Context: an optimization exercise on an open-source flow, tuned for small area. The choices shown serve that exercise and are no tape-out recipe.
At most, simulation tests tie the RTL to the original design; equivalence was not proved.
The RTL of runs 4 to 6 and 9 was laid out without a check of its function.
No driver is modelled on the clock port, so clocking that relies on it looks cheaper here than on a real chip.
Power and IR drop assume default switching activity.

--- flow/design.v ---
module ahb_slave(hreadyin, htrans, haddr, valid);
  input        hreadyin;
  input  [1:0] htrans;
  input  [31:0] haddr;
  output       valid;
  wire inwin = (haddr[31:28] == 4'b1000) & ~(haddr[27] & haddr[26]);
  assign valid = hreadyin & htrans[1] & inwin;
endmodule
module ahb_decode(addr, sel);
  input  [31:0] addr;
  output [2:0]  sel;
  assign sel[0] = (addr[31:28] == 4'b1000) & (addr[27:26] == 2'b00);
  assign sel[1] = (addr[31:28] == 4'b1000) & (addr[27:26] == 2'b01);
  assign sel[2] = (addr[31:28] == 4'b1000) & (addr[27:26] == 2'b10);
endmodule
module apb_controller(hclk, hresetn, hwrite, haddr, hwdata, valid,
                      pwrite, penable, psel, paddr, pwdata, hr_readyout);
  input        hclk, hresetn, hwrite, valid;
  input  [31:0] haddr, hwdata;
  output       pwrite, penable;
  output reg   hr_readyout;
  output [2:0] psel;
  output reg [31:0] paddr, pwdata;
  localparam ST_IDLE     = 3'b000,
             ST_READ     = 3'b001,
             ST_WWAIT    = 3'b010,
             ST_WRITE    = 3'b011,
             ST_RENABLE  = 3'b100,
             ST_WENABLE  = 3'b101,
             ST_WRITEP   = 3'b110,
             ST_WENABLEP = 3'b111;
  reg [2:0]  st, nst;
  reg [31:0] a1, a2;
  reg        w1, w2, b1, z, zz, psel_en;
  wire s_idle  = (st == ST_IDLE);
  wire s_read  = (st == ST_READ);
  wire s_ren   = (st == ST_RENABLE);
  wire s_wwait = (st == ST_WWAIT);
  wire s_write = (st == ST_WRITE);
  wire s_wen   = (st == ST_WENABLE);
  wire s_wp    = (st == ST_WRITEP);
  wire s_wenp  = (st == ST_WENABLEP);
  wire s_idl   = s_idle | s_ren;      
  wire rd = valid & ~hwrite;
  wire wr = valid &  hwrite;
  always @(*) begin
    case (st)
      ST_IDLE, ST_RENABLE, ST_WENABLE:
                   nst = wr ? ST_WWAIT : (rd ? ST_READ : ST_IDLE);
      ST_READ:     nst = ST_RENABLE;
      ST_WWAIT:    nst = valid ? ST_WRITEP : ST_WRITE;
      ST_WRITE:    nst = valid ? ST_WENABLEP : ST_WENABLE;
      ST_WRITEP:   nst = ST_WENABLEP;
      default:     nst = ~w2 ? ST_READ :
                         (valid & w1) ? ST_WRITEP :
                         ~valid ? ST_WRITE : ST_IDLE;
    endcase
  end
  wire big    = hwrite & b1;
  wire holdA2 = (s_wwait & valid & big) |
                (s_wenp & (~w2 | (valid ? big : ~w1)));
  wire selA  = s_idl;
  wire sel1  = (s_read & ~w1) | s_wwait | s_wen;
  wire sel2  = ((s_read & w1) | s_write | s_wp | s_wenp) & ~zz;
  wire ldD = ~(s_write | s_wp | (s_wenp & valid & ~w1));
  always @(posedge hclk) begin
    z  <= ~hresetn;
    a1 <= haddr;
    if (!holdA2) begin
      a2 <= a1;
      zz <= z;
    end
    w1 <= hwrite;
    w2 <= w1;
    b1 <= |hwdata[31:8];
    paddr  <= ({32{selA}} & haddr) | ({32{sel1}} & a1) | ({32{sel2}} & a2);
    if (ldD) pwdata <= hwdata;
  end
  always @(posedge hclk) begin
    if (!hresetn) begin
      st          <= ST_IDLE;
      psel_en     <= 1'b0;
      hr_readyout <= 1'b1;
    end else begin
      st          <= nst;
      psel_en     <= (s_idl & rd) | (s_wen & wr) | ~(s_idl | s_wen);
      hr_readyout <= s_read | s_write |
                     (s_idl & ~rd) |
                     ((s_wwait | s_wen) & ~valid) |
                     (s_wp & w1) |
                     (s_wenp & ~valid & w2);
    end
  end
  wire [2:0] sel1dec;
  ahb_decode dec1(.addr(a1), .sel(sel1dec));
  assign psel    = psel_en ? sel1dec : 3'b000;
  assign penable = s_ren | s_wen | s_wenp;
  assign pwrite  = ~(s_read | s_ren) & (~s_wwait | w2);
endmodule
module bridge_top(hclk,hresetn,hwrite,haddr,hwdata,hreadyin,htrans,prdata,pwrite,penable,psel,paddr,pwdata,hrdata,hr_readyout,hresp);
input hclk,hresetn,hwrite,hreadyin;
input [1:0]htrans;
input [31:0]haddr,hwdata,prdata;
output pwrite,penable,hr_readyout;
output [1:0]hresp;
output [2:0]psel;
output [31:0]paddr,pwdata,hrdata;
wire valid;
ahb_slave ahb_sl(.hreadyin(hreadyin), .htrans(htrans), .haddr(haddr), .valid(valid));
apb_controller apb_c(.hclk(hclk), .hresetn(hresetn), .hwrite(hwrite),
                     .haddr(haddr), .hwdata(hwdata), .valid(valid),
                     .pwrite(pwrite), .penable(penable),
                     .psel(psel), .paddr(paddr), .pwdata(pwdata),
                     .hr_readyout(hr_readyout));
assign hrdata = prdata;
assign hresp  = 2'b00;
endmodule
--- flow/flow/run.sh ---
#!/bin/bash
# Own layout flow. Steps, each tool's full output in a log file here:
#  1. the standard synthesis (standard.sh synth)            -> flow_synth.log
#  2. area re-mapping of the combinational cells of that netlist
#     with Yosys/ABC (flow/remap_abc.script); the registers, their
#     names and cell types are kept as instances, untouched        -> flow_remap.log
#  3. the rest of the standard layout (standard.sh finish), with
#     - port buffers of the smallest buffer cell (buf_1),
#     - the clock tree built by flow/clock_tree.tcl (ORFS's
#       PRE_CTS_TCL hook): register clock pins grouped by position,
#       one leaf buffer per group; TritonCTS skips it,
#     - an area recovery pass after CTS (flow/downsize.tcl, ORFS's
#       POST_CTS_TCL hook) that gives cells which repair enlarged the
#       smallest size that keeps slew, capacitance and timing clean -> flow_make.log
set -euo pipefail
W=$PWD
RES=$W/orfs/results/$FLOW_PLATFORM/bridge_top/base
LIB=$FLOW_HOME/platforms/$FLOW_PLATFORM/lib/sky130_fd_sc_hd__tt_025C_1v80.lib
YOSYS=$FLOW_HOME/../tools/install/yosys/bin/yosys
[[ -x $YOSYS ]] || YOSYS=yosys
CTS_LEAF=${OWN_CTS_LEAF:-sky130_fd_sc_hd__clkbuf_16}
CTS_ROOT=${OWN_CTS_ROOT:-none}
CTS_MAX=${OWN_CTS_MAX_SINKS:-36}

bash standard.sh synth > flow_synth.log 2>&1

cp $RES/1_2_yosys.v $W/standard_1_2_yosys.v
DONT=""
for c in sky130_fd_sc_hd__probe_p_8 sky130_fd_sc_hd__probec_p_8 \
         $(grep -o 'cell *( *"\?sky130_fd_sc_hd__lpflow_[a-z0-9_]*' $LIB | grep -o 'sky130_fd_sc_hd__lpflow_[a-z0-9_]*' | sort -u); do
  DONT="$DONT -dont_use $c"
done
cat > $W/remap.ys <<YS
read_liberty -ignore_miss_func $LIB
setattr -mod -set keep_hierarchy 1 sky130_fd_sc_hd__dfxtp_1 sky130_fd_sc_hd__edfxtp_1 sky130_fd_sc_hd__conb_1
read_verilog $W/standard_1_2_yosys.v
hierarchy -top $FLOW_TOP
flatten
opt -purge $FLOW_TOP
abc -liberty $LIB -script $W/flow/remap_abc.script $DONT $FLOW_TOP
opt_clean -purge $FLOW_TOP
cd $FLOW_TOP
rename -hide w:* i:* %d o:* %d
insbuf -buf sky130_fd_sc_hd__buf_4 A X
opt_clean -purge
cd
select -assert-none $FLOW_TOP/t:\$*
select $FLOW_TOP
write_verilog -selected -noattr -nohex -nodec $W/remapped_1_2_yosys.v
YS
$YOSYS -l flow_remap.log -q $W/remap.ys
cp $W/remapped_1_2_yosys.v $RES/1_2_yosys.v

bash standard.sh BUFFER_PORTS_ARGS="-buffer_cell sky130_fd_sc_hd__buf_1" \
  PRE_CTS_TCL="$W/flow/clock_tree.tcl" POST_CTS_TCL="$W/flow/downsize.tcl" \
  OWN_CTS_LEAF=$CTS_LEAF \
  OWN_CTS_ROOT=$CTS_ROOT OWN_CTS_MAX_SINKS=$CTS_MAX finish > flow_make.log 2>&1
--- flow/flow/clock_tree.tcl ---
# Hand-built clock tree, run before ORFS's CTS step (PRE_CTS_TCL).
# The register clock pins are split into groups by position (k-means); each
# group gets one leaf clock buffer at its centre, and the leaves are driven by
# one root buffer (the clock port itself then feeds a single cell). The nets
# made here are then skipped by clock_tree_synthesis.
set leaf_cell   $::env(OWN_CTS_LEAF)
set root_cell   $::env(OWN_CTS_ROOT)
set max_sinks   $::env(OWN_CTS_MAX_SINKS)

set block [ord::get_db_block]
set clk_net [$block findNet hclk]
set sinks {}
foreach it [$clk_net getITerms] {
  if {[$it isInputSignal]} { lappend sinks $it }
}
set n [llength $sinks]
set k [expr {int(ceil(double($n) / $max_sinks))}]
puts "own clock tree: $n sinks, $k leaf buffers of $leaf_cell"

# positions
set px {}; set py {}
foreach it $sinks {
  set inst [$it getInst]
  set bb [$inst getBBox]
  lappend px [expr {([$bb xMin] + [$bb xMax]) / 2.0}]
  lappend py [expr {([$bb yMin] + [$bb yMax]) / 2.0}]
}
# k-means, seeded by sorting along x then y (deterministic), capacity-limited
set order [lsort -real -indices $px]
set cx {}; set cy {}
for {set c 0} {$c < $k} {incr c} {
  set i [lindex $order [expr {int(($c + 0.5) * $n / $k)}]]
  lappend cx [lindex $px $i]; lappend cy [lindex $py $i]
}
set cap [expr {int(ceil(double($n) / $k))}]
for {set iter 0} {$iter < 30} {incr iter} {
  # assign: greedy by distance with capacity
  set pairs {}
  for {set i 0} {$i < $n} {incr i} {
    for {set c 0} {$c < $k} {incr c} {
      set d [expr {abs([lindex $px $i] - [lindex $cx $c]) + abs([lindex $py $i] - [lindex $cy $c])}]
      lappend pairs [list $d $i $c]
    }
  }
  set pairs [lsort -real -index 0 $pairs]
  set assign [lrepeat $n -1]
  set count [lrepeat $k 0]
  foreach p $pairs {
    lassign $p d i c
    if {[lindex $assign $i] >= 0} continue
    if {[lindex $count $c] >= $cap} continue
    lset assign $i $c
    lset count $c [expr {[lindex $count $c] + 1}]
  }
  set sx [lrepeat $k 0.0]; set sy [lrepeat $k 0.0]
  for {set i 0} {$i < $n} {incr i} {
    set c [lindex $assign $i]
    lset sx $c [expr {[lindex $sx $c] + [lindex $px $i]}]
    lset sy $c [expr {[lindex $sy $c] + [lindex $py $i]}]
  }
  for {set c 0} {$c < $k} {incr c} {
    set m [lindex $count $c]
    if {$m > 0} {
      lset cx $c [expr {[lindex $sx $c] / $m}]
      lset cy $c [expr {[lindex $sy $c] / $m}]
    }
  }
}
set dbu [$block getDbUnitsPerMicron]
set new_nets {}
set leaf_pins {}
for {set c 0} {$c < $k} {incr c} {
  set pins {}
  for {set i 0} {$i < $n} {incr i} {
    if {[lindex $assign $i] == $c} {
      set it [lindex $sinks $i]
      lappend pins [get_pins "[[$it getInst] getName]/[[$it getMTerm] getName]"]
    }
  }
  set x [expr {[lindex $cx $c] / $dbu}]
  set y [expr {[lindex $cy $c] / $dbu}]
  set buf [insert_buffer -buffer_cell $leaf_cell -net hclk -load_pins $pins \
             -location [list $x $y] -buffer_name "ownclk_leaf_$c" -net_name "ownclk_n_$c"]
  set bname [get_full_name $buf]
  puts "  leaf $c: [llength $pins] sinks at ($x, $y): $bname"
  set bi [$block findInst $bname]
  lappend new_nets [[[$bi findITerm X] getNet] getName]
  lappend leaf_pins [get_pins "$bname/A"]
}
if {![string match *none $root_cell]} {
  # root next to the centre of the leaves
  set x 0.0; set y 0.0
  foreach a $cx { set x [expr {$x + $a}] }
  foreach a $cy { set y [expr {$y + $a}] }
  set x [expr {$x / $k / $dbu}]; set y [expr {$y / $k / $dbu}]
  set buf [insert_buffer -buffer_cell $root_cell -net hclk -load_pins $leaf_pins \
    -location [list $x $y] -buffer_name "ownclk_root" -net_name "ownclk_r"]
  set bi [$block findInst [get_full_name $buf]]
  lappend new_nets [[[$bi findITerm X] getNet] getName]
}
foreach nn [concat hclk $new_nets] {
  [$block findNet $nn] setSigType CLOCK
}
set_cts_config -skip_nets [concat hclk $new_nets]
set_propagated_clock [all_clocks]
--- flow/flow/downsize.tcl ---
# Area recovery after CTS (ORFS's POST_CTS_TCL hook): each logic cell that
# repair made larger than the smallest cell of its family (same function and
# pins, e.g. o21ai_4 -> o21ai_0) is tried at each smaller size, smallest
# first; a size is kept only if the design then has no max-slew or
# max-capacitance violation and setup and hold slack stay at least the
# margins below. Registers, clock buffers and tie cells are left alone.
set setup_margin 0.3
set hold_margin  0.05

proc ds_ok {} {
  global setup_margin hold_margin
  if {[sta::max_slew_violation_count] > 0} { return 0 }
  if {[sta::max_capacitance_violation_count] > 0} { return 0 }
  if {[sta::worst_slack -max] < $setup_margin} { return 0 }
  if {[sta::worst_slack -min] < $hold_margin} { return 0 }
  return 1
}

estimate_parasitics -placement
if {![ds_ok]} {
  puts "downsize: design not clean before downsizing, skipped"
} else {
  set saved 0.0
  foreach inst [get_cells *] {
    set m [get_property $inst ref_name]
    if {![regexp {^(sky130_fd_sc_hd__)([a-z0-9]+)_([0-9]+)$} $m -> pfx base drv]} continue
    if {[regexp {^(dfxtp|edfxtp|dfrtp|clkbuf|clkinv|conb|tapvpwrvgnd|fill|decap)} $base]} continue
    set cur_area [get_property [get_lib_cells $m] area]
    # smaller cells of the same family, smallest first
    set cands {}
    foreach lc [get_lib_cells ${pfx}${base}_*] {
      set n [get_name $lc]
      if {![regexp "^${pfx}${base}_\[0-9\]+\$" $n]} continue
      if {[lsearch -exact $::env(DONT_USE_CELLS) $n] >= 0} continue
      set a [get_property $lc area]
      if {$a < $cur_area - 1e-6} { lappend cands [list $a $n] }
    }
    foreach c [lsort -real -index 0 $cands] {
      lassign $c a n
      replace_cell $inst $n
      estimate_parasitics -placement
      if {[ds_ok]} {
        puts "downsize: [get_name $inst] $m -> $n"
        set saved [expr {$saved + $cur_area - $a}]
        break
      }
      replace_cell $inst $m
      estimate_parasitics -placement
    }
  }
  puts [format "downsize: saved %.2f um2" $saved]
  detailed_placement
  check_placement -verbose
}
--- flow/flow/remap_abc.script ---
strash
dc2
dch -f
amap
strash
dc2
dch -f
amap
strash
dch -f
amap
--- flow/standard.sh ---
#!/bin/bash
# synth_recipe.tcl (not shown) runs the flow's synth.tcl, then flattens the netlist and writes it again
# the make line also repeats each setting of config.mk as NAME=value (left out here)
make -C /OpenROAD-flow-scripts/flow DESIGN_CONFIG=/design/flow/config.mk WORK_HOME=/design/flow/orfs CLKGATE_MAP_FILE= SYNTH_SCRIPT=/design/flow/synth_recipe.tcl "${@:-finish}"
--- flow/config.mk ---
export PLATFORM = sky130hd
export DESIGN_NAME = bridge_top
export DESIGN_NICKNAME = bridge_top
export VERILOG_FILES = /design/flow/design.v
export SDC_FILE = /design/flow/constraint.sdc
export NUM_CORES = 4
export LEC_CHECK = 0
export CAP_MARGIN = 0
export CORE_MARGIN = 2
export CORE_UTILIZATION = 65
export SLEW_MARGIN = 0
--- flow/constraint.sdc ---
create_clock -name core_clock -period 4.0 [get_ports {hclk}]
set_input_delay 0.8000 -clock core_clock [delete_from_list [all_inputs] [get_ports {hclk}]]
set_output_delay 0.8000 -clock core_clock [all_outputs]
set_load 0.01 [all_outputs]
==> results of run 1 <==
==> metrics by stage <==
stage	power [mW]	worst slack [ns]	hold WS, ns	util	cells
after detailed placement	1.72	1.15	0.393	0.726	494
after global placement	1.72	1.16	0.387	0.726	494
after floorplan	1.68	0.0484	0.372	-	305
==> power groups by stage <==
stage / clock [mW] / combinational [mW] / sequential [mW]
after floorplan: 0 / 0.0624 / 1.62
after global placement: 0 / 0.113 / 1.60
after detailed placement: 0 / 0.116 / 1.61
==> worst max-delay path by stage <==
stage | endpoint | cells past startpoint
3_3_place_gp | apb_c.a2[17] | 9
2_1_floorplan | apb_c.pwdata[0] | 6
3_5_place_dp | apb_c.a2[17] | 9
==> impl_metrics.ini, run 1 <==
[logic_synthesis]
syn_area_um2 = 4450
syn_area_per_cell_um2 = 14.6
ys_warn_count = 1
synthCells = 304

[floorplan]
die_h_um = 86.7
num_rows = 30
die_w_um = 86.7
start_util = 0.662
pin_count = 206

[run_status]
error_line = Error: cts.tcl, 90 can't read "setup_margin": no such variable
lastStage = clock tree synthesis
status = stopped before the end

[placed_design]
place_congestion = 0.839
dpl-instance-area_um2 = 4880
io_buffers = 138
dp_hpwl_um = 6170
==> run 2: changes to the inputs <==
--- a/flow/flow/downsize.tcl
+++ b/flow/flow/downsize.tcl
@@ -4,15 +4,14 @@
 # first; a size is kept only if the design then has no max-slew or
 # max-capacitance violation and setup and hold slack stay at least the
 # margins below. Registers, clock buffers and tie cells are left alone.
-set setup_margin 0.3
-set hold_margin  0.05
+set ::ds_setup_margin 0.3
+set ::ds_hold_margin  0.05
 
 proc ds_ok {} {
-  global setup_margin hold_margin
   if {[sta::max_slew_violation_count] > 0} { return 0 }
   if {[sta::max_capacitance_violation_count] > 0} { return 0 }
-  if {[sta::worst_slack -max] < $setup_margin} { return 0 }
-  if {[sta::worst_slack -min] < $hold_margin} { return 0 }
+  if {[sta::worst_slack -max] < $::ds_setup_margin} { return 0 }
+  if {[sta::worst_slack -min] < $::ds_hold_margin} { return 0 }
   return 1
 }
 
==> impl_metrics.ini, run 2 <==
[run_status]
status = complete, no violations

[cells_and_area]
antenna_cells = 0
drive_gt1_frac = 0.0167
area_growth_pct = 11.0
fill_cells = 495
final_cell_mix = buf_1 (140), dfxtp_1 (73), edfxtp_1 (65), clkinv_1 (39), a222oi_1 (32)
final_util = 0.735
nets = 522
final_common_cell = buf_1

[routing]
drtIter0Drc = 218
viasPerCell = 5.68
wire_per_inst_um = 17.4
drc = 0
wl_um = 8650
dr.pass1.iters = 6
antenna_left = 0
detailroute.via_count = 2829

[sta]
relSlewSlack = 0.109
rsz0062_at_grt = false
setup_viol = 0
period_share = 0.793
finalHoldViolCount = 0
drv_slew = 0
worst_pin_slew_ns = 1.34
fmax_mhz = 315
setup_tns_ns = 0
fin_skew_ns = 0.00492
min_period_ns = 3.17

[worst_hold_path]
min-delay-start = apb_c.z
min_path_cells = 0
hold_class = reg2reg
min_delay_worst_endpoint = apb_c.zz

[power]
power_leakage_nw = 1.81
ir_drop_mv = 0.309
total_power_mw = 2.20
powerDensity_nw_per_um2 = 445

[floorplan]
coreArea_um2 = 6720
pin_count = 206
num_rows = 30
die_h_um = 86.7
die-area_um2 = 7520
start_util = 0.662
die_w_um = 86.7

[worst_setup_path]
cp_max_fo = 32
worst-setup-path-type = reg2reg
cp.arrival_ns = 3.23
reg2reg_to = apb_c.paddr[18]
crit_required_ns = 4.06
end_kind = register
r2r_slack_ns = 0.83
start_kind = register
reg2reg_depth = 6
r2r_start = apb_c.st[0]

[global_route]
grt_usage = 0.216
grt_max_degree = 36
grt_pass1_wl_um = 12800
overflow = 0
antenna_found_initial = 0
grt_pass1_vias = 2562

[logic_synthesis]
syn_area_per_cell_um2 = 14.6
ys_warn_count = 1
synthCells = 304
syn_area_um2 = 4450

[clock_tree]
insertion_delay_ns = 0.18
clk_pin_slew_ns = 0.12

[placed_design]
place_congestion = 0.839
dp_hpwl_um = 6170
io_buffers = 138

[run]
drv_cap = 0
## run 2: metrics by stage
| stage | hold WS (ns) | instances | worst slack (ns) | area (um2) |
|---|---|---|---|---|
| 6_report | 0.421 | 498 | 0.829 | 4940 |
| 3_5_place_dp | 0.393 | 494 | 1.15 | 4880 |
| 5_1_grt | 0.423 | 498 | 0.571 | 4940 |
| 2_1_floorplan | 0.372 | 305 | 0.0484 | 4450 |
| 3_3_place_gp | 0.387 | 494 | 1.16 | 4880 |
## run 2: critical path: stages, from the launching register on
cell and delay, ns:
dfxtp_1 0.40, nor2_1 0.68, buf_1 0.91, nor2b_1 0.10, buf_2 0.37, a222oi_1 0.43, clkinv_1 0.14
## run 2: worst max path at each step
stage                startpoint               to  cells after the start
finish              apb_c.st[0]  apb_c.paddr[18]                      6
global route        apb_c.st[0]  apb_c.paddr[28]                      6
detailed placement    haddr[28]     apb_c.a2[17]                      9
global placement      haddr[28]     apb_c.a2[17]                      9
floorplan             haddr[28]  apb_c.pwdata[0]                      6
## run 2: routing by layer
metal  routed length (um)  share of wire  vias up  global-route usage
met3                  624          0.072       25              0.0295
met2                 4460           0.52      132               0.376
met1                 3290           0.38     1349               0.287
li1                     -              -     1323                   -
met4                  271          0.031        0              0.0611
met5                    0              0        -                   0
## run 2: area by class of cell, clock buffers not listed
cell class,count,area (um2),share of cell area
timing repair buffer,143,541,0.109
sequential,138,3410,0.691
inverter,39,146,0.0296
tap,80,100,0.0203
multi-input combinational,94,639,0.129
## run 2: power breakdown
part / internal, mW / leakage (nW) / switching [mW]
logic: 0.0441 / 0.460 / 0.0714
registers: 1.55 / 1.30 / 0.0269
clock network: 0.187 / 0.0493 / 0.321
==> run 3: changes to the inputs <==
--- a/flow/design.v
+++ b/flow/design.v
@@ -23,12 +23,12 @@
   output reg [31:0] paddr, pwdata;
   localparam ST_IDLE     = 3'b000,
              ST_READ     = 3'b001,
-             ST_WWAIT    = 3'b010,
-             ST_WRITE    = 3'b011,
-             ST_RENABLE  = 3'b100,
-             ST_WENABLE  = 3'b101,
+             ST_WWAIT    = 3'b011,
+             ST_WRITE    = 3'b111,
+             ST_RENABLE  = 3'b010,
+             ST_WENABLE  = 3'b100,
              ST_WRITEP   = 3'b110,
-             ST_WENABLEP = 3'b111;
+             ST_WENABLEP = 3'b101;
   reg [2:0]  st, nst;
   reg [31:0] a1, a2;
   reg        w1, w2, b1, z, zz, psel_en;
==> impl_metrics.ini, run 3 <==
[run_status]
status = complete, no violations

[placed_design]
pre_cts_ws_ns = 0.992
dp_hpwl_um = 6060
io_buffers = 138
place_congestion = 0.863

[sta]
relSlewSlack = 0.139
setup_ws_ns = 0.939
period_share = 0.765
setup_tns_ns = 0
min_period_ns = 3.06
fmax_mhz = 327
drv_slew = 0
finalHoldViolCount = 0
setup_viol = 0
fin_skew_ns = 0.00966
rsz0062_at_grt = false
worst_pin_slew_ns = 1.29

[power]
ir_drop_mv = 0.271
p_sw_frac = 0.190
pwr-share-comb = 0.049
powerDensity_nw_per_um2 = 446
seqPwrFrac = 0.717
power_leakage_nw = 1.82
p_clk_frac = 0.234
power.internal_mw = 1.78
power.switching_mw = 0.416

[worst_setup_path]
crit_required_ns = 3.82
cp_max_fo = 33
worst-setup-path-type = in2reg
end_kind = register
cp.arrival_ns = 2.88
start_kind = input port
r2r_slack_ns = 1.15

[logic_synthesis]
syn_area_per_cell_um2 = 14.8
synthCells = 299
ys_warn_count = 1
syn_area_um2 = 4430

[routing]
wl_um = 8580
wire_per_inst_um = 17.4
drc = 0
dr.pass1.iters = 5
drtIter0Drc = 257
detailroute.via_count = 2823
viasPerCell = 5.73
antenna_left = 0

[cells_and_area]
area_growth_pct = 11.0
nets = 517
seqCellArea_um2 = 3410
multi_input_area_um2 = 613
final_common_cell = buf_1
fill_cells = 476
antenna_cells = 0
final_cell_mix = buf_1 (140), dfxtp_1 (73), edfxtp_1 (65), clkinv_1 (40), a222oi_1 (32)
drive_gt1_frac = 0.0169

[floorplan]
num_rows = 30
coreArea_um2 = 6680
start_util = 0.663
pin_count = 206
die_h_um = 86.5
die-area_um2 = 7490
die_w_um = 86.5

[global_route]
grt_max_degree = 36
grt_usage = 0.217
grt_pass1_wl_um = 12800
grt_pass1_vias = 2598
antenna_found_initial = 0
overflow = 0

[run]
drv_cap = 0

[clock_tree]
insertion_delay_ns = 0.18
clk_pin_slew_ns = 0.12

[worst_hold_path]
hold_class = reg2reg
==> run 3: per-stage QoR <==
stage	hold slack, ns	power [mW]	util	cells	area, um2
final	0.417	2.19	0.736	493	4920
after global placement	0.389	1.71	0.728	489	4860
after floorplan	0.376	1.68	-	300	4430
after detailed placement	0.389	1.71	0.728	489	4860
after global routing	0.429	2.26	0.736	493	4920
==> run 3: cell type report, clock buffers not listed <==
class,instances,area share
inverters,40,0.0305
multi-input cells,88,0.125
flip-flops and latches,138,0.694
well taps,80,0.0204
repair buffers,143,0.110
==> run 3: routing by layer <==
metal  vias up  track usage  share of wire
met5         -            0              0
met4         0       0.0412          0.022
met3        21       0.0229          0.073
met2       150        0.410           0.54
met1      1352        0.271           0.37
li1       1300            -              -
==> run 3: path summary, 6_finish.rpt <==
check,endpoint,from,depth (start not counted)
worst max-delay path,apb_c.a2[14],haddr[29],11
worst min-delay path,apb_c.zz,apb_c.z,0
worst max register to register,apb_c.paddr[5],apb_c.st[0],6
worst min register to register,apb_c.zz,apb_c.z,0
==> run 3: worst max-delay path, cell delays in order <==
cell,delay [ns]
buf_1,0.10
nor2_1,0.11
nand3_1,0.08
a211oi_1,0.28
nand2_1,0.18
clkinv_1,0.11
nor2_1,0.06
o21ai_0,0.23
a21oi_1,0.07
a41oi_1,0.17
buf_2,0.66
==> run 3: power groups by stage <==
stage                     combinational [mW]  clock (mW)  sequential (mW)
after global routing                   0.118       0.564             1.58
final                                  0.107       0.513             1.57
after detailed placement               0.108           0             1.61
after global placement                 0.105           0             1.60
after floorplan                       0.0580           0             1.62
==> run 4: changes to the inputs <==
--- a/flow/design.v
+++ b/flow/design.v
@@ -22,13 +22,13 @@
   output [2:0] psel;
   output reg [31:0] paddr, pwdata;
   localparam ST_IDLE     = 3'b000,
-             ST_READ     = 3'b001,
+             ST_READ     = 3'b111,
              ST_WWAIT    = 3'b011,
-             ST_WRITE    = 3'b111,
-             ST_RENABLE  = 3'b010,
-             ST_WENABLE  = 3'b100,
-             ST_WRITEP   = 3'b110,
-             ST_WENABLEP = 3'b101;
+             ST_WRITE    = 3'b101,
+             ST_RENABLE  = 3'b001,
+             ST_WENABLE  = 3'b110,
+             ST_WRITEP   = 3'b100,
+             ST_WENABLEP = 3'b010;
   reg [2:0]  st, nst;
   reg [31:0] a1, a2;
   reg        w1, w2, b1, z, zz, psel_en;
==> impl_metrics.ini, run 4 <==
[cells_and_area]
antenna_cells = 0
multi_input_area_um2 = 619
drive_gt1_frac = 0.0193
postLayoutCellArea_um2 = 4920
fill_cells = 482
final_common_cell = buf_1
final_cell_mix = buf_1 (139), dfxtp_1 (73), edfxtp_1 (65), clkinv_1 (40), a222oi_1 (32)
nets = 519
area_growth_pct = 11.1
seqCellArea_um2 = 3410
final_util = 0.737

[worst_setup_path]
crit_chain = clkinv_1 -> nor2_1 -> a221oi_1 -> buf_2 -> nor3_1 -> buf_1 -> a222oi_1 -> clkinv_1
r2r_start = apb_c.st[0]
r2r_slack_ns = 0.64
reg2reg_to = apb_c.paddr[6]
worst-setup-path-type = reg2reg
crit_required_ns = 4.13
crit_family = buffers and inverters
max_stage_delay_ns = 1.02
start_kind = register
end_kind = register
reg2reg_depth = 8
crit_top_cell = clkinv_1
cp.arrival_ns = 3.49
path_buf_inv = 4
critical-path-slowest-cell = buf_1
cp_max_fo = 33

[worst_hold_path]
min-delay-start = apb_c.w1
min_delay_worst_endpoint = apb_c.w2
hold_class = reg2reg
min_path_cells = 0

[sta]
drv_slew = 0
finalHoldViolCount = 0
period_share = 0.841
rsz0062_at_grt = false
min_period_ns = 3.36
relSlewSlack = 0.128
setup_ws_ns = 0.637
worst_pin_slew_ns = 1.31
fin_skew_ns = 0.0143
setup_viol = 0
fmax_mhz = 297
setup_tns_ns = 0

[routing]
wire_per_inst_um = 18.0
wl_um = 8920
detailroute.via_count = 2768
drtIter0Drc = 301
antenna_left = 0
drc = 0
viasPerCell = 5.59
dr.pass1.iters = 5

[logic_synthesis]
syn_area_um2 = 4430
synthCells = 301
ys_warn_count = 1
syn_area_per_cell_um2 = 14.7

[placed_design]
dpl-instance-area_um2 = 4890
place_congestion = 0.823
pre_cts_ws_ns = 1.45
dp_hpwl_um = 6380
io_buffers = 138

[floorplan]
pin_count = 206
die-area_um2 = 7500
start_util = 0.664
coreArea_um2 = 6680
num_rows = 30
die_w_um = 86.6
die_h_um = 86.6

[run_status]
status = complete, no violations

[global_route]
overflow = 0
antenna_found_initial = 0
grt_usage = 0.233
grt_max_degree = 36
grt_pass1_vias = 2560
grt_pass1_wl_um = 13500

[power]
ir_drop_mv = 0.388
powerDensity_nw_per_um2 = 454
power_leakage_nw = 1.72

[clock_tree]
clk_pin_slew_ns = 0.12
insertion_delay_ns = 0.18

[run]
drv_cap = 0
## run 4: power by group
group | internal, mW | switching (mW)
Combinational | 0.0511 | 0.0823
Clock | 0.187 | 0.327
Sequential | 1.56 | 0.0290
Total | 1.80 | 0.438
## run 4: metrics by stage
| stage | std cells | hold WS (ns) | total power, mW |
|---|---|---|---|
| 5_1_grt | 495 | 0.404 | 2.32 |
| 2_1_floorplan | 302 | 0.366 | 1.71 |
| 6_report | 495 | 0.390 | 2.23 |
| 3_3_place_gp | 491 | 0.388 | 1.75 |
| 3_5_place_dp | 491 | 0.389 | 1.76 |
## run 4: routing by layer
layer | GRT usage | vias up | part of all wire
li1 | - | 1309 | -
met1 | 0.307 | 1304 | 0.39
met2 | 0.403 | 125 | 0.51
met3 | 0.0286 | 30 | 0.064
met4 | 0.0795 | 0 | 0.037
met5 | 0 | - | 0
## run 4: worst max-delay path by stage
| stage | start | end | cells after the start |
|---|---|---|---|
| 3_3_place_gp | haddr[29] | apb_c.a2[15] | 9 |
| 3_5_place_dp | haddr[29] | apb_c.a2[15] | 9 |
| 5_1_grt | apb_c.st[0] | apb_c.paddr[16] | 8 |
| 6_report | apb_c.st[0] | apb_c.paddr[6] | 8 |
| 2_1_floorplan | haddr[29] | apb_c.a2[0] | 7 |
## run 4: worst register-to-register path: cells and delay by family (launching register included)
kind | cells | cell delay (ns)
buf+inv | 4 | 1.62
compound gates | 2 | 0.37
simple gates | 2 | 0.87
flops | 1 | 0.45
## run 4: final cells by class, clock buffers not listed
class | instances | share of cell area
Timing Repair Buffer | 143 | 0.110
Multi-Input combinational cell | 90 | 0.126
Sequential cell | 138 | 0.693
Tap cell | 80 | 0.0203
Inverter | 40 | 0.0305
==> run 5: changes to the inputs <==
--- a/flow/design.v
+++ b/flow/design.v
@@ -21,47 +21,54 @@
   output reg   hr_readyout;
   output [2:0] psel;
   output reg [31:0] paddr, pwdata;
-  localparam ST_IDLE     = 3'b000,
-             ST_READ     = 3'b111,
-             ST_WWAIT    = 3'b011,
-             ST_WRITE    = 3'b101,
-             ST_RENABLE  = 3'b001,
-             ST_WENABLE  = 3'b110,
-             ST_WRITEP   = 3'b100,
-             ST_WENABLEP = 3'b010;
-  reg [2:0]  st, nst;
+  localparam ST_IDLE     = 4'b0_0_0_0,
+             ST_RENABLE  = 4'b0_0_1_0,
+             ST_WWAIT    = 4'b1_0_0_0,
+             ST_READ0    = 4'b1_0_0_1,
+             ST_WENABLE  = 4'b1_0_1_0,
+             ST_WRITE    = 4'b0_1_0_0,
+             ST_WRITEP   = 4'b0_1_0_1,
+             ST_WENABLEP = 4'b0_1_1_0,
+             ST_READ1    = 4'b0_1_1_1;
+  reg [3:0]  st, nst;
   reg [31:0] a1, a2;
   reg        w1, w2, b1, z, zz, psel_en;
-  wire s_idle  = (st == ST_IDLE);
-  wire s_read  = (st == ST_READ);
-  wire s_ren   = (st == ST_RENABLE);
-  wire s_wwait = (st == ST_WWAIT);
-  wire s_write = (st == ST_WRITE);
-  wire s_wen   = (st == ST_WENABLE);
-  wire s_wp    = (st == ST_WRITEP);
-  wire s_wenp  = (st == ST_WENABLEP);
-  wire s_idl   = s_idle | s_ren;      
+  wire g1 = st[3], g2 = st[2], x = st[1], y = st[0];
+  wire s_idle  = ~g1 & ~g2 & ~x;
+  wire s_ren   = ~g1 & ~g2 &  x;
+  wire s_wwait =  g1 & ~x & ~y;
+  wire s_read0 =  g1 & ~x &  y;
+  wire s_wen   =  g1 &  x;
+  wire s_write =  g2 & ~x & ~y;
+  wire s_wp    =  g2 & ~x &  y;
+  wire s_wenp  =  g2 &  x & ~y;
+  wire s_read1 =  g2 &  x &  y;
+  wire s_read  = s_read0 | s_read1;
+  wire s_idl   = ~g1 & ~g2;           
   wire rd = valid & ~hwrite;
   wire wr = valid &  hwrite;
   always @(*) begin
-    case (st)
-      ST_IDLE, ST_RENABLE, ST_WENABLE:
-                   nst = wr ? ST_WWAIT : (rd ? ST_READ : ST_IDLE);
-      ST_READ:     nst = ST_RENABLE;
-      ST_WWAIT:    nst = valid ? ST_WRITEP : ST_WRITE;
-      ST_WRITE:    nst = valid ? ST_WENABLEP : ST_WENABLE;
-      ST_WRITEP:   nst = ST_WENABLEP;
-      default:     nst = ~w2 ? ST_READ :
-                         (valid & w1) ? ST_WRITEP :
-                         ~valid ? ST_WRITE : ST_IDLE;
-    endcase
+    if (s_idl | s_wen)
+      nst = wr ? ST_WWAIT : (rd ? ST_READ0 : ST_IDLE);
+    else if (s_read)
+      nst = ST_RENABLE;
+    else if (s_wwait)
+      nst = valid ? ST_WRITEP : ST_WRITE;
+    else if (s_write)
+      nst = valid ? ST_WENABLEP : ST_WENABLE;
+    else if (s_wp)
+      nst = ST_WENABLEP;
+    else  
+      nst = ~w2 ? (hwrite ? ST_READ1 : ST_READ0) :
+            (valid & w1) ? ST_WRITEP :
+            ~valid ? ST_WRITE : ST_IDLE;
   end
   wire big    = hwrite & b1;
   wire holdA2 = (s_wwait & valid & big) |
                 (s_wenp & (~w2 | (valid ? big : ~w1)));
-  wire selA  = s_idl;
-  wire sel1  = (s_read & ~w1) | s_wwait | s_wen;
-  wire sel2  = ((s_read & w1) | s_write | s_wp | s_wenp) & ~zz;
+  wire selA = ~g1 & ~g2;
+  wire sel1 = g1;
+  wire sel2 = g2 & ~zz;
   wire ldD = ~(s_write | s_wp | (s_wenp & valid & ~w1));
   always @(posedge hclk) begin
     z  <= ~hresetn;
@@ -94,7 +101,7 @@
   wire [2:0] sel1dec;
   ahb_decode dec1(.addr(a1), .sel(sel1dec));
   assign psel    = psel_en ? sel1dec : 3'b000;
-  assign penable = s_ren | s_wen | s_wenp;
+  assign penable = x & ~y;
   assign pwrite  = ~(s_read | s_ren) & (~s_wwait | w2);
 endmodule
 module bridge_top(hclk,hresetn,hwrite,haddr,hwdata,hreadyin,htrans,prdata,pwrite,penable,psel,paddr,pwdata,hrdata,hr_readyout,hresp);
==> impl_metrics.ini, run 5 <==
[worst_setup_path]
crit_required_ns = 3.83
r2r_slack_ns = 1.39
worst-setup-path-type = in2reg
start_kind = input port
reg2reg_depth = 5
endpoint = apb_c.a2[3]
reg2reg_to = apb_c.paddr[13]
r2r_start = apb_c.st[2]
cp-startpoint = haddr[28]
cp_max_fo = 33
end_kind = register
cp.arrival_ns = 2.74

[clock_tree]
clk_pin_slew_ns = 0.12
insertion_delay_ns = 0.18

[global_route]
grt_pass1_wl_um = 14000
use_met3 = 0.0370
grt_usage = 0.236
antenna_found_initial = 0
top_usage_layer = met2
grt.met2_usage = 0.425
gr-usage-met1 = 0.295
overflow = 0
grt_max_degree = 36
grt_pass1_vias = 2795

[cells_and_area]
antenna_cells = 0
postLayoutCellArea_um2 = 5010
final_common_cell = buf_1
multi_input_area_um2 = 676
nets = 528
area_growth_pct = 11.2
fin_cells = 504
fill_cells = 481
final_cell_mix = buf_1 (141), dfxtp_1 (74), edfxtp_1 (65), clkinv_1 (42), a222oi_1 (32)
seqCellArea_um2 = 3430
drive_gt1_frac = 0.0165

[floorplan]
start_util = 0.666
die_h_um = 87.2
die_w_um = 87.2
num_rows = 30
pin_count = 206
die-area_um2 = 7610
coreArea_um2 = 6760

[logic_synthesis]
synthCells = 310
syn_area_um2 = 4500
ys_warn_count = 1
syn_area_per_cell_um2 = 14.5

[placed_design]
place_congestion = 0.877
place_inst = 500
io_buffers = 138
dpl-instance-area_um2 = 4940
dp_hpwl_um = 6530

[worst_hold_path]
hold_class = reg2reg

[power]
ir_drop_mv = 0.255
powerDensity_nw_per_um2 = 445
power_leakage_nw = 1.75

[sta]
period_share = 0.726
setup_viol = 0
worst_pin_slew_ns = 1.30
fin_skew_ns = 0.0132
relSlewSlack = 0.131
rsz0062_at_grt = false
finalHoldViolCount = 0
fmax_mhz = 344
drv_slew = 0
setup_tns_ns = 0
min_period_ns = 2.90

[routing]
dr.pass1.iters = 5
wl_um = 9190
viasPerCell = 5.73
antenna_left = 0
wire_per_inst_um = 18.2
detailroute.via_count = 2890
drtIter0Drc = 240
drc = 0

[run]
drv_cap = 0

[run_status]
status = complete, no violations
run 5: metrics by stage:
step	hold WS [ns]	util	setup WS, ns	power, mW
after floorplan	0.385	-	0.426	1.70
after global placement	0.387	0.731	1.02	1.73
after detailed placement	0.405	0.731	1.08	1.74
after global routing	0.457	0.741	0.775	2.29
final	0.445	0.741	1.10	2.23
run 5: worst min path at each step:
| stage | start | end | depth (start not counted) |
|---|---|---|---|
| 2_1_floorplan | apb_c.w1 | apb_c.w2 | 0 |
| 3_3_place_gp | apb_c.z | apb_c.zz | 0 |
| 3_5_place_dp | apb_c.z | apb_c.zz | 0 |
| 5_1_grt | apb_c.w1 | apb_c.w2 | 0 |
| 6_report | apb_c.a1[18] | apb_c.a2[18] | 0 |
run 5: area by class of cell, clock buffers not listed:
class                      count  area share
tap                           80      0.0200
multi-input combinational     96       0.135
inverter                      42      0.0315
timing repair buffer         143       0.108
sequential                   139       0.686
run 5: layer usage:
layer	vias up	routed length, um
met1	1366	3520
met2	147	4690
met3	26	690
met5	-	0
li1	1351	-
met4	0	291
run 5: power by group:
part	total, mW	internal [mW]	switching, mW
Clock	0.523	0.188	0.335
Combinational	0.119	0.0473	0.0715
Sequential	1.59	1.56	0.0278
run 5: critical path: stages:
cell       delay, ns
buf_1           0.10
nor2_1          0.12
nand3_1         0.08
a2111oi_0       0.31
buf_1           0.21
clkinv_1        0.22
nor2_1          0.18
nand2_1         0.08
o32ai_1         0.11
o21ai_0         0.12
buf_2           0.38
==> run 6: changes to the inputs <==
--- a/flow/flow/downsize.tcl
+++ b/flow/flow/downsize.tcl
@@ -4,14 +4,15 @@
 # first; a size is kept only if the design then has no max-slew or
 # max-capacitance violation and setup and hold slack stay at least the
 # margins below. Registers, clock buffers and tie cells are left alone.
-set ::ds_setup_margin 0.3
-set ::ds_hold_margin  0.05
+set setup_margin 0.3
+set hold_margin  0.05
 
 proc ds_ok {} {
+  global setup_margin hold_margin
   if {[sta::max_slew_violation_count] > 0} { return 0 }
   if {[sta::max_capacitance_violation_count] > 0} { return 0 }
-  if {[sta::worst_slack -max] < $::ds_setup_margin} { return 0 }
-  if {[sta::worst_slack -min] < $::ds_hold_margin} { return 0 }
+  if {[sta::worst_slack -max] < $setup_margin} { return 0 }
+  if {[sta::worst_slack -min] < $hold_margin} { return 0 }
   return 1
 }
 
==> impl_metrics.ini, run 6 <==
[floorplan]
die_h_um = 87.2
num_rows = 30
die_w_um = 87.2
start_util = 0.666
pin_count = 206

[logic_synthesis]
syn_area_um2 = 4500
syn_area_per_cell_um2 = 14.5
synthCells = 310
ys_warn_count = 1

[placed_design]
io_buffers = 138
place_congestion = 0.877
dp_hpwl_um = 6530

[run_status]
status = stopped before the end
lastStage = clock tree synthesis
error_line = Error: cts.tcl, 90 can't read "setup_margin": no such variable
run 6: power by group through the flow:
| stage | Clock [mW] | Sequential [mW] | Combinational (mW) |
|---|---|---|---|
| after floorplan | 0 | 1.63 | 0.0659 |
| after global placement | 0 | 1.62 | 0.116 |
| after detailed placement | 0 | 1.62 | 0.119 |
run 6: worst max-delay path by stage:
| stage | depth (start not counted) | slack (ns) | end |
|---|---|---|---|
| detailed placement | 11 | 1.08 | apb_c.a2[21] |
| floorplan | 5 | 0.43 | apb_c.a2[0] |
| global placement | 11 | 1.02 | apb_c.a2[6] |
run 6: through the flow:
| step | setup slack (ns) | util | instances | instance area [um2] |
|---|---|---|---|---|
| detailed placement | 1.08 | 0.731 | 500 | 4940 |
| global placement | 1.02 | 0.731 | 500 | 4940 |
| floorplan | 0.426 | - | 311 | 4510 |
==> run 7: changes to the inputs <==
--- a/flow/design.v
+++ b/flow/design.v
@@ -21,54 +21,47 @@
   output reg   hr_readyout;
   output [2:0] psel;
   output reg [31:0] paddr, pwdata;
-  localparam ST_IDLE     = 4'b0_0_0_0,
-             ST_RENABLE  = 4'b0_0_1_0,
-             ST_WWAIT    = 4'b1_0_0_0,
-             ST_READ0    = 4'b1_0_0_1,
-             ST_WENABLE  = 4'b1_0_1_0,
-             ST_WRITE    = 4'b0_1_0_0,
-             ST_WRITEP   = 4'b0_1_0_1,
-             ST_WENABLEP = 4'b0_1_1_0,
-             ST_READ1    = 4'b0_1_1_1;
-  reg [3:0]  st, nst;
+  localparam ST_IDLE     = 3'b000,
+             ST_READ     = 3'b001,
+             ST_WWAIT    = 3'b011,
+             ST_WRITE    = 3'b111,
+             ST_RENABLE  = 3'b010,
+             ST_WENABLE  = 3'b100,
+             ST_WRITEP   = 3'b110,
+             ST_WENABLEP = 3'b101;
+  reg [2:0]  st, nst;
   reg [31:0] a1, a2;
   reg        w1, w2, b1, z, zz, psel_en;
-  wire g1 = st[3], g2 = st[2], x = st[1], y = st[0];
-  wire s_idle  = ~g1 & ~g2 & ~x;
-  wire s_ren   = ~g1 & ~g2 &  x;
-  wire s_wwait =  g1 & ~x & ~y;
-  wire s_read0 =  g1 & ~x &  y;
-  wire s_wen   =  g1 &  x;
-  wire s_write =  g2 & ~x & ~y;
-  wire s_wp    =  g2 & ~x &  y;
-  wire s_wenp  =  g2 &  x & ~y;
-  wire s_read1 =  g2 &  x &  y;
-  wire s_read  = s_read0 | s_read1;
-  wire s_idl   = ~g1 & ~g2;           
+  wire s_idle  = (st == ST_IDLE);
+  wire s_read  = (st == ST_READ);
+  wire s_ren   = (st == ST_RENABLE);
+  wire s_wwait = (st == ST_WWAIT);
+  wire s_write = (st == ST_WRITE);
+  wire s_wen   = (st == ST_WENABLE);
+  wire s_wp    = (st == ST_WRITEP);
+  wire s_wenp  = (st == ST_WENABLEP);
+  wire s_idl   = s_idle | s_ren;      
   wire rd = valid & ~hwrite;
   wire wr = valid &  hwrite;
   always @(*) begin
-    if (s_idl | s_wen)
-      nst = wr ? ST_WWAIT : (rd ? ST_READ0 : ST_IDLE);
-    else if (s_read)
-      nst = ST_RENABLE;
-    else if (s_wwait)
-      nst = valid ? ST_WRITEP : ST_WRITE;
-    else if (s_write)
-      nst = valid ? ST_WENABLEP : ST_WENABLE;
-    else if (s_wp)
-      nst = ST_WENABLEP;
-    else  
-      nst = ~w2 ? (hwrite ? ST_READ1 : ST_READ0) :
-            (valid & w1) ? ST_WRITEP :
-            ~valid ? ST_WRITE : ST_IDLE;
+    case (st)
+      ST_IDLE, ST_RENABLE, ST_WENABLE:
+                   nst = wr ? ST_WWAIT : (rd ? ST_READ : ST_IDLE);
+      ST_READ:     nst = ST_RENABLE;
+      ST_WWAIT:    nst = valid ? ST_WRITEP : ST_WRITE;
+      ST_WRITE:    nst = valid ? ST_WENABLEP : ST_WENABLE;
+      ST_WRITEP:   nst = ST_WENABLEP;
+      default:     nst = ~w2 ? ST_READ :
+                         (valid & w1) ? ST_WRITEP :
+                         ~valid ? ST_WRITE : ST_IDLE;
+    endcase
   end
   wire big    = hwrite & b1;
   wire holdA2 = (s_wwait & valid & big) |
                 (s_wenp & (~w2 | (valid ? big : ~w1)));
-  wire selA = ~g1 & ~g2;
-  wire sel1 = g1;
-  wire sel2 = g2 & ~zz;
+  wire selA  = s_idl;
+  wire sel1  = (s_read & ~w1) | s_wwait | s_wen;
+  wire sel2  = ((s_read & w1) | s_write | s_wp | s_wenp) & ~zz;
   wire ldD = ~(s_write | s_wp | (s_wenp & valid & ~w1));
   always @(posedge hclk) begin
     z  <= ~hresetn;
@@ -101,7 +94,7 @@
   wire [2:0] sel1dec;
   ahb_decode dec1(.addr(a1), .sel(sel1dec));
   assign psel    = psel_en ? sel1dec : 3'b000;
-  assign penable = x & ~y;
+  assign penable = s_ren | s_wen | s_wenp;
   assign pwrite  = ~(s_read | s_ren) & (~s_wwait | w2);
 endmodule
 module bridge_top(hclk,hresetn,hwrite,haddr,hwdata,hreadyin,htrans,prdata,pwrite,penable,psel,paddr,pwdata,hrdata,hr_readyout,hresp);
--- a/flow/flow/run.sh
+++ b/flow/flow/run.sh
@@ -6,9 +6,6 @@
 #     names and cell types are kept as instances, untouched        -> flow_remap.log
 #  3. the rest of the standard layout (standard.sh finish), with
 #     - port buffers of the smallest buffer cell (buf_1),
-#     - the clock tree built by flow/clock_tree.tcl (ORFS's
-#       PRE_CTS_TCL hook): register clock pins grouped by position,
-#       one leaf buffer per group; TritonCTS skips it,
 #     - an area recovery pass after CTS (flow/downsize.tcl, ORFS's
 #       POST_CTS_TCL hook) that gives cells which repair enlarged the
 #       smallest size that keeps slew, capacitance and timing clean -> flow_make.log
@@ -18,9 +15,6 @@
 LIB=$FLOW_HOME/platforms/$FLOW_PLATFORM/lib/sky130_fd_sc_hd__tt_025C_1v80.lib
 YOSYS=$FLOW_HOME/../tools/install/yosys/bin/yosys
 [[ -x $YOSYS ]] || YOSYS=yosys
-CTS_LEAF=${OWN_CTS_LEAF:-sky130_fd_sc_hd__clkbuf_16}
-CTS_ROOT=${OWN_CTS_ROOT:-none}
-CTS_MAX=${OWN_CTS_MAX_SINKS:-36}
 
 bash standard.sh synth > flow_synth.log 2>&1
 
@@ -51,7 +45,20 @@
 $YOSYS -l flow_remap.log -q $W/remap.ys
 cp $W/remapped_1_2_yosys.v $RES/1_2_yosys.v
 
-bash standard.sh BUFFER_PORTS_ARGS="-buffer_cell sky130_fd_sc_hd__buf_1" \
-  PRE_CTS_TCL="$W/flow/clock_tree.tcl" POST_CTS_TCL="$W/flow/downsize.tcl" \
-  OWN_CTS_LEAF=$CTS_LEAF \
-  OWN_CTS_ROOT=$CTS_ROOT OWN_CTS_MAX_SINKS=$CTS_MAX finish > flow_make.log 2>&1
+layout() { # leaf cell, root cell, max sinks per leaf, log
+  bash standard.sh BUFFER_PORTS_ARGS="-buffer_cell sky130_fd_sc_hd__buf_1" \
+    PRE_CTS_TCL="$W/flow/clock_tree.tcl" POST_CTS_TCL="$W/flow/downsize.tcl" \
+    OWN_CTS_LEAF=$1 OWN_CTS_ROOT=$2 OWN_CTS_MAX_SINKS=$3 finish > $4 2>&1
+}
+slew() { # worst register clock-pin slew of the final layout, in ns
+  OWN_LIB=$LIB OWN_RES=$RES openroad -no_init -exit $W/flow/clock_slew.tcl > $1 2>&1 || true
+  awk '/^worst_clock_pin_slew/ {print $2}' $1
+}
+
+layout sky130_fd_sc_hd__clkbuf_16 none 36 flow_make.log
+s=$(slew flow_slew.log)
+if awk -v s="$s" 'BEGIN {exit !(s == "" || s > 0.118)}'; then
+  rm -f $RES/4_* $RES/5_* $RES/6_* $W/out/final.def
+  layout sky130_fd_sc_hd__clkbuf_16 sky130_fd_sc_hd__clkbuf_8 28 flow_make_retry.log
+  slew flow_slew_retry.log > /dev/null || true
+fi
==> flow/flow/clock_slew.tcl (new file) <==
# Worst clock-pin slew of the registers in the final layout (extracted
# parasitics), printed as "worst_clock_pin_slew <ns>".
read_liberty $::env(OWN_LIB)
read_db $::env(OWN_RES)/6_final.odb
read_sdc $::env(OWN_RES)/6_final.sdc
read_spef $::env(OWN_RES)/6_final.spef
set_propagated_clock [all_clocks]
set worst 0
foreach p [get_pins -of_objects [all_registers] -filter "is_clock==1"] {
  foreach prop {slew_max_rise slew_max_fall} {
    set s [get_property $p $prop]
    if {$s > $worst} { set worst $s }
  }
}
puts "worst_clock_pin_slew $worst"
--- a/flow/flow/downsize.tcl
+++ b/flow/flow/downsize.tcl
@@ -4,15 +4,14 @@
 # first; a size is kept only if the design then has no max-slew or
 # max-capacitance violation and setup and hold slack stay at least the
 # margins below. Registers, clock buffers and tie cells are left alone.
-set setup_margin 0.3
-set hold_margin  0.05
+set ::ds_setup_margin 0.3
+set ::ds_hold_margin  0.05
 
 proc ds_ok {} {
-  global setup_margin hold_margin
   if {[sta::max_slew_violation_count] > 0} { return 0 }
   if {[sta::max_capacitance_violation_count] > 0} { return 0 }
-  if {[sta::worst_slack -max] < $setup_margin} { return 0 }
-  if {[sta::worst_slack -min] < $hold_margin} { return 0 }
+  if {[sta::worst_slack -max] < $::ds_setup_margin} { return 0 }
+  if {[sta::worst_slack -min] < $::ds_hold_margin} { return 0 }
   return 1
 }
 
==> impl_metrics.ini, run 7 <==
[worst_setup_path]
crit_required_ns = 4.32
cp_max_fo = 33
start_kind = register
reg2reg_depth = 6
max_stage_delay_ns = 1.00
crit_chain = nor2_1 -> buf_2 -> nor2b_1 -> buf_1 -> a222oi_1 -> clkinv_1
worst-setup-path-type = reg2reg
end_kind = register
critical-path-slowest-cell = buf_1
cp.arrival_ns = 3.18

[sta]
setup_ws_ns = 1.14
fin_skew_ns = 0.00860
rsz0062_at_grt = false
setup_tns_ns = 0
relSlewSlack = 0.147
min_period_ns = 2.86
setup_viol = 0
drv_slew = 0
fmax_mhz = 349
worst_pin_slew_ns = 1.28
period_share = 0.715
finalHoldViolCount = 0

[global_route]
top_usage_layer = met2
gr-usage-met1 = 0.272
overflow = 0
grt_usage = 0.220
use_met3 = 0.0295
grt_max_degree = 34
antenna_found_initial = 0
grt_pass1_wl_um = 13000
grt_pass1_vias = 2629
grt.met2_usage = 0.413

[floorplan]
start_util = 0.663
coreArea_um2 = 6680
num_rows = 30
die-area_um2 = 7490
die_w_um = 86.5
die_h_um = 86.5
pin_count = 206

[routing]
drc = 0
detailroute.via_count = 2838
antenna_left = 0
drtIter0Drc = 224
dr.pass1.iters = 5
wl_um = 8570
wire_per_inst_um = 17.3
viasPerCell = 5.73

[placed_design]
io_buffers = 138
place_congestion = 0.863
dp_hpwl_um = 6060
pre_cts_ws_ns = 0.992

[run_status]
status = complete, no violations

[clock_tree]
clk_pin_slew_ns = 0.10
insertion_delay_ns = 0.38

[power]
power_leakage_nw = 1.84
powerDensity_nw_per_um2 = 466
ir_drop_mv = 0.401

[cells_and_area]
final_cell_mix = buf_1 (140), dfxtp_1 (73), edfxtp_1 (65), clkinv_1 (40), a222oi_1 (32)
final_util = 0.742
final_common_cell = buf_1
area_growth_pct = 11.9
fill_cells = 475
drive_gt1_frac = 0.0217
multi_input_area_um2 = 613
nets = 519
seqCellArea_um2 = 3410
antenna_cells = 0

[run]
drv_cap = 0

[worst_hold_path]
hold_class = reg2reg
min_path_cells = 0

[logic_synthesis]
ys_warn_count = 1
syn_area_per_cell_um2 = 14.8
synthCells = 299
syn_area_um2 = 4430
run 7: path summary, 6_finish.rpt:
check,startpoint,end,slack (ns)
setup / recovery,apb_c.st[0],apb_c.paddr[5],1.14
hold / removal,apb_c.z,apb_c.zz,0.41
setup reg to reg,apb_c.st[0],apb_c.paddr[5],1.14
hold reg to reg,apb_c.z,apb_c.zz,0.41
run 7: through the flow:
step	area, um2	total power [mW]	hold WS [ns]	instances
after global placement	4860	1.71	0.389	489
after global routing	4960	2.39	0.425	495
after detailed placement	4860	1.71	0.389	489
after floorplan	4430	1.68	0.376	300
final	4960	2.31	0.412	495
run 7: metal layers:
metal | part of all wire | routed length [um]
met1 | 0.37 | 3170
met4 | 0.023 | 195
met5 | 0 | 0
met3 | 0.077 | 662
met2 | 0.53 | 4540
run 7: layout make-up, clock buffers not listed:
cell class                 count  share of cell area
timing repair buffer         143               0.109
tap                           80              0.0202
sequential                   138               0.689
multi-input combinational     88               0.124
inverter                      40              0.0303
run 7: report_power, final:
| group | internal [mW] | total, mW | switching, mW |
|---|---|---|---|
| Combinational | 0.0415 | 0.107 | 0.0651 |
| Sequential | 1.55 | 1.57 | 0.0256 |
| Clock | 0.250 | 0.634 | 0.384 |
run 7: critical path: cells and delay by family, from the launching register on:
kind	cells	cell delay (ns)
buffers and inverters	3	1.44
AND/OR/NAND/NOR	2	0.59
flip-flops	1	0.48
AO/OA/AOI/OAI	1	0.31
==> run 8: changes to the inputs <==
--- a/flow/flow/run.sh
+++ b/flow/flow/run.sh
@@ -57,7 +57,7 @@
 
 layout sky130_fd_sc_hd__clkbuf_16 none 36 flow_make.log
 s=$(slew flow_slew.log)
-if awk -v s="$s" 'BEGIN {exit !(s == "" || s > 0.118)}'; then
+if awk -v s="$s" 'BEGIN {exit !(s == "" || s > 0.122)}'; then
   rm -f $RES/4_* $RES/5_* $RES/6_* $W/out/final.def
   layout sky130_fd_sc_hd__clkbuf_16 sky130_fd_sc_hd__clkbuf_8 28 flow_make_retry.log
   slew flow_slew_retry.log > /dev/null || true
==> impl_metrics.ini, run 8 <==
[floorplan]
num_rows = 30
die-area_um2 = 7490
die_h_um = 86.5
start_util = 0.663
pin_count = 206
coreArea_um2 = 6680
die_w_um = 86.5

[worst_hold_path]
min_delay_worst_endpoint = apb_c.zz
min-delay-start = apb_c.z
min_path_cells = 0
hold_class = reg2reg

[global_route]
grt_usage = 0.217
grt_max_degree = 36
antenna_found_initial = 0
overflow = 0
grt_pass1_vias = 2598
grt_pass1_wl_um = 12800

[power]
total_power_mw = 2.19
powerDensity_nw_per_um2 = 446
ir_drop_mv = 0.271
power_leakage_nw = 1.82

[routing]
dr.pass1.iters = 5
antenna_left = 0
wl_um = 8580
drtIter0Drc = 257
drc = 0
detailroute.via_count = 2823
viasPerCell = 5.73
wire_per_inst_um = 17.4

[sta]
drv_slew = 0
rsz0062_at_grt = false
worst_pin_slew_ns = 1.29
min_period_ns = 3.06
fmax_mhz = 327
setup_tns_ns = 0
fin_skew_ns = 0.00966
hold_ws_ns = 0.417
setup_ws_ns = 0.939
period_share = 0.765
setup_viol = 0
finalHoldViolCount = 0
relSlewSlack = 0.139

[logic_synthesis]
ys_warn_count = 1
syn_area_per_cell_um2 = 14.8
syn_area_um2 = 4430
synthCells = 299

[cells_and_area]
antenna_cells = 0
final_cell_mix = buf_1 (140), dfxtp_1 (73), edfxtp_1 (65), clkinv_1 (40), a222oi_1 (32)
area_growth_pct = 11.0
postLayoutCellArea_um2 = 4920
final_common_cell = buf_1
drive_gt1_frac = 0.0169
nets = 517

[worst_setup_path]
start_kind = input port
r2r_slack_ns = 1.15
end_kind = register
r2r_start = apb_c.st[0]
reg2reg_to = apb_c.paddr[5]
reg2reg_depth = 6
cp.arrival_ns = 2.88
cp_max_fo = 33
worst-setup-path-type = in2reg
crit_required_ns = 3.82

[placed_design]
io_buffers = 138
place_congestion = 0.863
pre_cts_ws_ns = 0.992
dpl-instance-area_um2 = 4860
dp_hpwl_um = 6060

[clock_tree]
insertion_delay_ns = 0.18
clk_pin_slew_ns = 0.12

[run_status]
status = complete, no violations

[run]
drv_cap = 0
[run 8: area by class of cell, clock buffers not listed]
cell class	count	area (um2)
Inverter	40	150
Timing Repair Buffer	143	541
Fill cell	476	1760
Tap cell	80	100
Multi-Input combinational cell	88	613
Sequential cell	138	3410
[run 8: layer usage]
metal	part of all wire	global-route usage	wire [um]
met1	0.37	0.271	3150
met5	0	0	0
met3	0.073	0.0229	623
met2	0.54	0.410	4610
met4	0.022	0.0412	192
[run 8: power by group]
group / leakage (nW) / switching, mW / internal [mW]
combinational: 0.470 / 0.0653 / 0.0415
clock: 0.0493 / 0.325 / 0.187
sequential: 1.30 / 0.0258 / 1.55
total: 1.82 / 0.416 / 1.78
[run 8: how the worst max path moves through the flow]
| stage | start | endpoint | depth (start not counted) |
|---|---|---|---|
| after global placement | haddr[29] | apb_c.a2[11] | 11 |
| after global routing | haddr[30] | apb_c.a2[20] | 11 |
| after floorplan | haddr[29] | apb_c.pwdata[0] | 6 |
| after detailed placement | haddr[29] | apb_c.a2[11] | 11 |
| final | haddr[29] | apb_c.a2[14] | 11 |
[run 8: per-stage QoR]
stage | std cells | util
after floorplan | 300 | -
after global placement | 489 | 0.728
after detailed placement | 489 | 0.728
after global routing | 493 | 0.736
final | 493 | 0.736
[run 8: critical path, cell delays in order]
cell	delay, ns
buf_1	0.10
nor2_1	0.11
nand3_1	0.08
a211oi_1	0.28
nand2_1	0.18
clkinv_1	0.11
nor2_1	0.06
o21ai_0	0.23
a21oi_1	0.07
a41oi_1	0.17
buf_2	0.66
==> run 9: changes to the inputs <==
--- a/flow/design.v
+++ b/flow/design.v
@@ -22,13 +22,13 @@
   output [2:0] psel;
   output reg [31:0] paddr, pwdata;
   localparam ST_IDLE     = 3'b000,
-             ST_READ     = 3'b001,
-             ST_WWAIT    = 3'b011,
+             ST_READ     = 3'b011,
+             ST_WWAIT    = 3'b101,
              ST_WRITE    = 3'b111,
              ST_RENABLE  = 3'b010,
              ST_WENABLE  = 3'b100,
              ST_WRITEP   = 3'b110,
-             ST_WENABLEP = 3'b101;
+             ST_WENABLEP = 3'b001;
   reg [2:0]  st, nst;
   reg [31:0] a1, a2;
   reg        w1, w2, b1, z, zz, psel_en;
==> impl_metrics.ini, run 9 <==
[run_status]
status = complete, no violations

[worst_setup_path]
r2r_slack_ns = 0.73
critical-path-slowest-cell = buf_1
crit_required_ns = 3.99
cp.depth = 7
cp_max_fo = 23
crit_top_cell = buf_1
crit_chain = buf_1 -> nand4b_1 -> a2111oi_0 -> buf_1 -> o21ai_0 -> a31oi_2 -> buf_1
reg2reg_depth = 6
path_buf_inv = 3
max_stage_delay_ns = 1.04
end_kind = register
cp-startpoint = haddr[30]
crit_family = buffers and inverters
start_kind = input port
reg2reg_to = apb_c.paddr[23]
cp.arrival_ns = 3.46
worst-setup-path-type = in2reg
r2r_start = apb_c.st[0]

[worst_hold_path]
min-delay-start = apb_c.w1
hold_class = reg2reg
min_path_cells = 0
min_delay_worst_endpoint = apb_c.w2

[run]
drv_cap = 0

[global_route]
grt_usage = 0.228
grt_pass1_wl_um = 13400
grt_max_degree = 33
grt_pass1_vias = 2663
antenna_found_initial = 0
overflow = 0

[sta]
rsz0062_at_grt = false
fin_skew_ns = 0.0133
relSlewSlack = 0.115
worst_pin_slew_ns = 1.33
fmax_mhz = 289
period_share = 0.866
setup_tns_ns = 0
finalHoldViolCount = 0
setup_viol = 0
drv_slew = 0
min_period_ns = 3.46

[routing]
viasPerCell = 5.53
drtIter0Drc = 203
detailroute.via_count = 2748
antenna_left = 0
wire_per_inst_um = 17.7
wl_um = 8800
dr.pass1.iters = 5
drc = 0

[power]
p_sw_frac = 0.215
seqPwrFrac = 0.671
power.switching_mw = 0.511
ir_drop_mv = 0.336
power.internal_mw = 1.87
power_leakage_nw = 1.82
pwr-share-comb = 0.062
p_clk_frac = 0.267
powerDensity_nw_per_um2 = 479

[logic_synthesis]
syn_area_um2 = 4430
ys_warn_count = 1
synthCells = 299
syn_area_per_cell_um2 = 14.8

[cells_and_area]
area_growth_pct = 12.2
final_util = 0.744
nets = 521
final_cell_mix = buf_1 (144), dfxtp_1 (73), edfxtp_1 (65), clkinv_1 (40), a222oi_1 (32)
drive_gt1_frac = 0.0192
final_common_cell = buf_1
fill_cells = 463
antenna_cells = 0

[placed_design]
place_congestion = 0.884
dp_hpwl_um = 6320
io_buffers = 138

[floorplan]
die_h_um = 86.6
start_util = 0.663
coreArea_um2 = 6680
die-area_um2 = 7490
die_w_um = 86.6
num_rows = 30
pin_count = 206

[clock_tree]
insertion_delay_ns = 0.38
clk_pin_slew_ns = 0.10
run 9: cell type report, clock buffers not listed:
cell class / instances / area (um2) / area share
Inverter: 40 / 150 / 0.0302
Tap cell: 80 / 100 / 0.0201
Multi-Input combinational cell: 88 / 622 / 0.125
Sequential cell: 138 / 3410 / 0.687
Timing Repair Buffer: 145 / 546 / 0.110
run 9: routing by layer:
metal	track usage	vias to the layer above	wire (um)
met4	0.0611	0	246
met2	0.411	130	4640
met5	0	-	0
met3	0.0419	24	649
li1	-	1307	-
met1	0.283	1287	3260
run 9: metrics by stage:
| step | cells | cell area (um2) | hold slack, ns | total power [mW] | setup WS, ns |
|---|---|---|---|---|---|
| final | 497 | 4970 | 0.416 | 2.38 | 0.538 |
| after global routing | 497 | 4970 | 0.422 | 2.46 | 0.357 |
| after detailed placement | 491 | 4890 | 0.387 | 1.78 | 1.14 |
| after global placement | 491 | 4890 | 0.389 | 1.77 | 1.10 |
| after floorplan | 300 | 4430 | 0.364 | 1.72 | 0.204 |
run 9: worst max-delay path by stage:
stage / endpoint / slack [ns]
2_1_floorplan: apb_c.a2[0] / 0.20
3_3_place_gp: apb_c.a2[23] / 1.10
3_5_place_dp: apb_c.a2[5] / 1.14
5_1_grt: apb_c.a2[5] / 0.36
6_report: apb_c.a2[0] / 0.54
run 9: worst reg2reg max path, cell delays in order (launching register included):
cell and delay, ns:
dfxtp_1 0.39, nor2_1 0.58, buf_1 1.01, nor4_1 0.15
buf_1 0.40, a222oi_1 0.48, clkinv_1 0.13
run 9: power groups by stage:
stage | Combinational [mW] | Sequential (mW) | Clock (mW)
2_1_floorplan | 0.0794 | 1.64 | 0
5_1_grt | 0.164 | 1.61 | 0.693
6_report | 0.148 | 1.60 | 0.635
3_3_place_gp | 0.148 | 1.63 | 0
3_5_place_dp | 0.151 | 1.63 | 0

-- separate check: timing with driven ports --
No port has a modelled driver above. Below, the same layouts with a new extraction and two added sets of constraints. Step 1 (the two cells are an assumption about what drives the block):
set clk [get_ports {hclk}]
set_driving_cell -lib_cell sky130_fd_sc_hd__clkbuf_16 $clk
set_driving_cell -lib_cell sky130_fd_sc_hd__buf_2 [delete_from_list [all_inputs] $clk]
Step 2 also shifts input and output timing later by t, the mid clock arrival at the registers, as if the neighbouring blocks saw the same clock. Three values: no drivers, after step 1, after step 2; two values: the first two.
run | t (ns) | setup WS [ns] | worst setup path at the end | worst slew at a driven data input, ns
run 2 | 0.251 | 0.829 / 0.829 / 0.829 | register to register | 0.09
run 3 | 0.254 | 0.939 / 1.000 / 0.746 | input to register | 0.09
run 4 | 0.248 | 0.637 / 0.637 / 0.637 | register to register | 0.11
run 5 | 0.254 | 1.096 / 1.146 / 0.892 | input to register | 0.10
run 7 | 0.409 | 1.138 / 1.138 / 0.770 | input to register | 0.09
run 8 | 0.254 | 0.939 / 1.000 / 0.746 | input to register | 0.09
run 9 | 0.409 | 0.538 / 0.549 / 0.140 | input to register | 0.08
After both steps every run listed still meets setup and hold. The setup slack of run 9, which loses most, moves by +0.011 ns with the drivers and by -0.398 ns with both steps.
